From an optimization exercise on the open Yosys and OpenROAD flow, aimed at small area, a short achievable clock period and few clock cycles; shortcuts taken in it are not production practice.
In this exercise RTL edits were held to simulation tests only and were not proved equivalent to the original.

==> job 9558 <==
## matriz_determ5x5
module matriz_determ5x5 (
	input wire [199:0] matriz_A,
	input clk,
	input start,
	output reg done,
	output reg [31:0] det
);
	reg [199:0] R;           
	reg [3:0] cnt;
	reg v1;                  
	reg [16:0] m01a, m01b, k34, k24, k23, k14, k13;
	reg [8:0] pa_neg, pa_one, pa_two, pb_neg, pb_one, pb_two;
	reg [26:0] q234a, q234b;
	wire [199:0] Rrot;
	genvar r, c;
	generate
		for (r = 0; r < 5; r = r + 1) begin : gr
			for (c = 0; c < 5; c = c + 1) begin : gc
				assign Rrot[r*40 + c*8 + 7 -: 8] = R[r*40 + ((c + 1) % 5)*8 + 7 -: 8];
			end
		end
	endgenerate
	wire [18:0] xa = {m01a[16], m01a, 1'b0};
	wire [18:0] xb = {m01b[16], m01b, 1'b0};
	wire [8:0] da_neg, da_one, da_two, db_neg, db_one, db_two;
	wire vs = v1;
	genvar i;
	generate
		for (i = 0; i < 9; i = i + 1) begin : gb
			assign da_neg[i] = vs & xa[2*i+2];
			assign da_one[i] = vs & (xa[2*i+1] ^ xa[2*i]);
			assign da_two[i] = vs & ((xa[2*i+2] & ~xa[2*i+1] & ~xa[2*i]) | (~xa[2*i+2] & xa[2*i+1] & xa[2*i]));
			assign db_neg[i] = vs & xb[2*i+2];
			assign db_one[i] = vs & (xb[2*i+1] ^ xb[2*i]);
			assign db_two[i] = vs & ((xb[2*i+2] & ~xb[2*i+1] & ~xb[2*i]) | (~xb[2*i+2] & xb[2*i+1] & xb[2*i]));
		end
	endgenerate
	wire [16:0] m01a_n;
	wire [7:0] m01a_a = R[7:0];
  ...
==> flow/config.mk <==
export PLATFORM = sky130hd
export DESIGN_NAME = matriz_determ5x5
export DESIGN_NICKNAME = matriz_determ5x5
export VERILOG_FILES = /design/flow/design.v
export SDC_FILE = /design/flow/constraint.sdc
export NUM_CORES = 4
export LEC_CHECK = 0
export CAP_MARGIN = 20
export CORE_MARGIN = 2
export CORE_UTILIZATION = 20
export PLACE_DENSITY = 0.3
export SLEW_MARGIN = 20
export SYNTH_HIERARCHICAL = 1
==> flow/constraint.sdc <==
create_clock -name core_clock -period 30.0 [get_ports {clk}]
set_input_delay 6.0000 -clock core_clock [delete_from_list [all_inputs] [get_ports {clk}]]
set_output_delay 6.0000 -clock core_clock [all_outputs]
set_load 0.01 [all_outputs]
run.sh (not shown) runs the stock make flow with config.mk's settings and CLKGATE_MAP_FILE= SYNTH_SCRIPT=/design/flow/synth_recipe.tcl, a recipe that flattens the netlist after the stock synthesis.
==> job 3188: changes against job 9558 <==
==> flow/flow/run.sh (new file) <==
#!/bin/bash
# The standard layout (the standard.sh: ORFS from synthesis to the final
# layout), with one change: the buffers that buffer_ports puts on every input
# and output port are sky130_fd_sc_hd__buf_2 cells instead of the delay-buffer
# cells it picks by default.
set -e
cp standard.sh standard_copy.sh.txt
export BUFFER_PORTS_ARGS="-buffer_cell sky130_fd_sc_hd__buf_2"
bash standard.sh > standard.log 2>&1
==> flow/standard.sh (new file) <==
#!/bin/bash
# synth_recipe.tcl (not shown) runs the flow's synth.tcl, then flattens the netlist and writes it again
# the make line also repeats each setting of config.mk as NAME=value (left out here)
make -C /OpenROAD-flow-scripts/flow DESIGN_CONFIG=/design/flow/config.mk WORK_HOME=/design/flow/orfs CLKGATE_MAP_FILE= SYNTH_SCRIPT=/design/flow/synth_recipe.tcl "${@:-finish}"
Settings changed: CORE_UTILIZATION 20 to 45, PLACE_DENSITY 0.3 to 0.6.
removed: flow/run.sh
==> job 8418: changes against job 9558 <==
Settings changed: ABC_AREA set to 1, CORE_UTILIZATION 20 to 45, PLACE_DENSITY 0.3 to 0.6.
==> qor summary <==
Most common cell after layout, fill and taps aside: job 3188 fa_1; job 9558 fa_1; job 8418 nand2_1
Final critical-path share of the clock period: job 3188 24.4%; job 9558 26.2%; job 8418 25.5%
Wire length of the first global-routing pass: job 3188 369 mm; job 9558 462 mm; job 8418 408 mm
Length of routed met3 wiring: job 3188 19.8 mm; job 9558 10.8 mm; job 8418 24.2 mm
Filler instances: job 3188 15800; job 9558 41700; job 8418 17000
Worst setup path start: job 3188 det[9]; job 9558 det[26]; job 8418 det[31]
Register-to-register setup slack: job 3188 22.72 ns; job 9558 22.74 ns; job 8418 23.34 ns
Initial detailed-routing violation count: job 3188 5201; job 9558 3062; job 8418 5539
Synth Area in Compound Gates: job 3188 7.01%; job 9558 7.01%; job 8418 5.38%
Antenna diode instance count: job 3188 4; job 9558 7; job 8418 1
Non-Clock Buffer Area Fraction: job 3188 2.43%; job 9558 4.28%; job 8418 3.60%
Outcome: job 3188 complete, no violations; job 9558 complete, no violations; job 8418 complete, no violations
Global Route met2 Usage: job 3188 44.3%; job 9558 27.1%; job 8418 47.5%
Global routing usage summed across all routing layers: job 3188 27.7%; job 9558 16.2%; job 8418 29.1%
Post-synthesis instance area: job 3188 77500 um2; job 9558 77500 um2; job 8418 81300 um2
Cell with the largest stage delay on the worst path: job 3188 dfxtp_1; job 9558 clkdlybuf4s50_1; job 8418 clkdlybuf4s50_1
Testbench counts of job 9558, summed over its fixed seeds: cycles 3,456.
Testbench counts of job 3188, summed over its fixed seeds: cycles 3,456.
Testbench counts of job 8418, summed over its fixed seeds: cycles 3,456.

## re-timing with driven ports
The results above use ideal ports. As a check the final layouts listed here were re-extracted and re-timed, cells and wires unchanged.
Step 1, drivers: a clkbuf_16 drives clk and a buf_2 each remaining input, both assumed.
Step 2 adds t to the input delays and takes it off the output delays; t is the mean of the earliest and latest rising clock arrival at the registers after step 1. Input paths then give back, and output paths get back, about the clock's delay inside the block.
a / b / c = no drivers / after step 1 / after step 2; a / b = the first two.
| run | t (ns) | setup slack, ns | hold slack, ns | latest minus earliest clock arrival (ns) |
|---|---|---|---|---|
| job 9558 | 0.867 | 22.151 / 22.044 / 22.175 | 0.373 / 0.373 / 0.373 | 0.081 / 0.082 |
| job 3188 | 0.796 | 22.667 / 22.582 / 22.719 | 0.413 / 0.413 / 0.413 | 0.106 / 0.105 |
| job 8418 | 0.795 | 22.352 / 22.271 / 22.579 | 0.414 / 0.414 / 0.414 | 0.063 / 0.063 |
After both steps setup and hold are still met in every run listed.
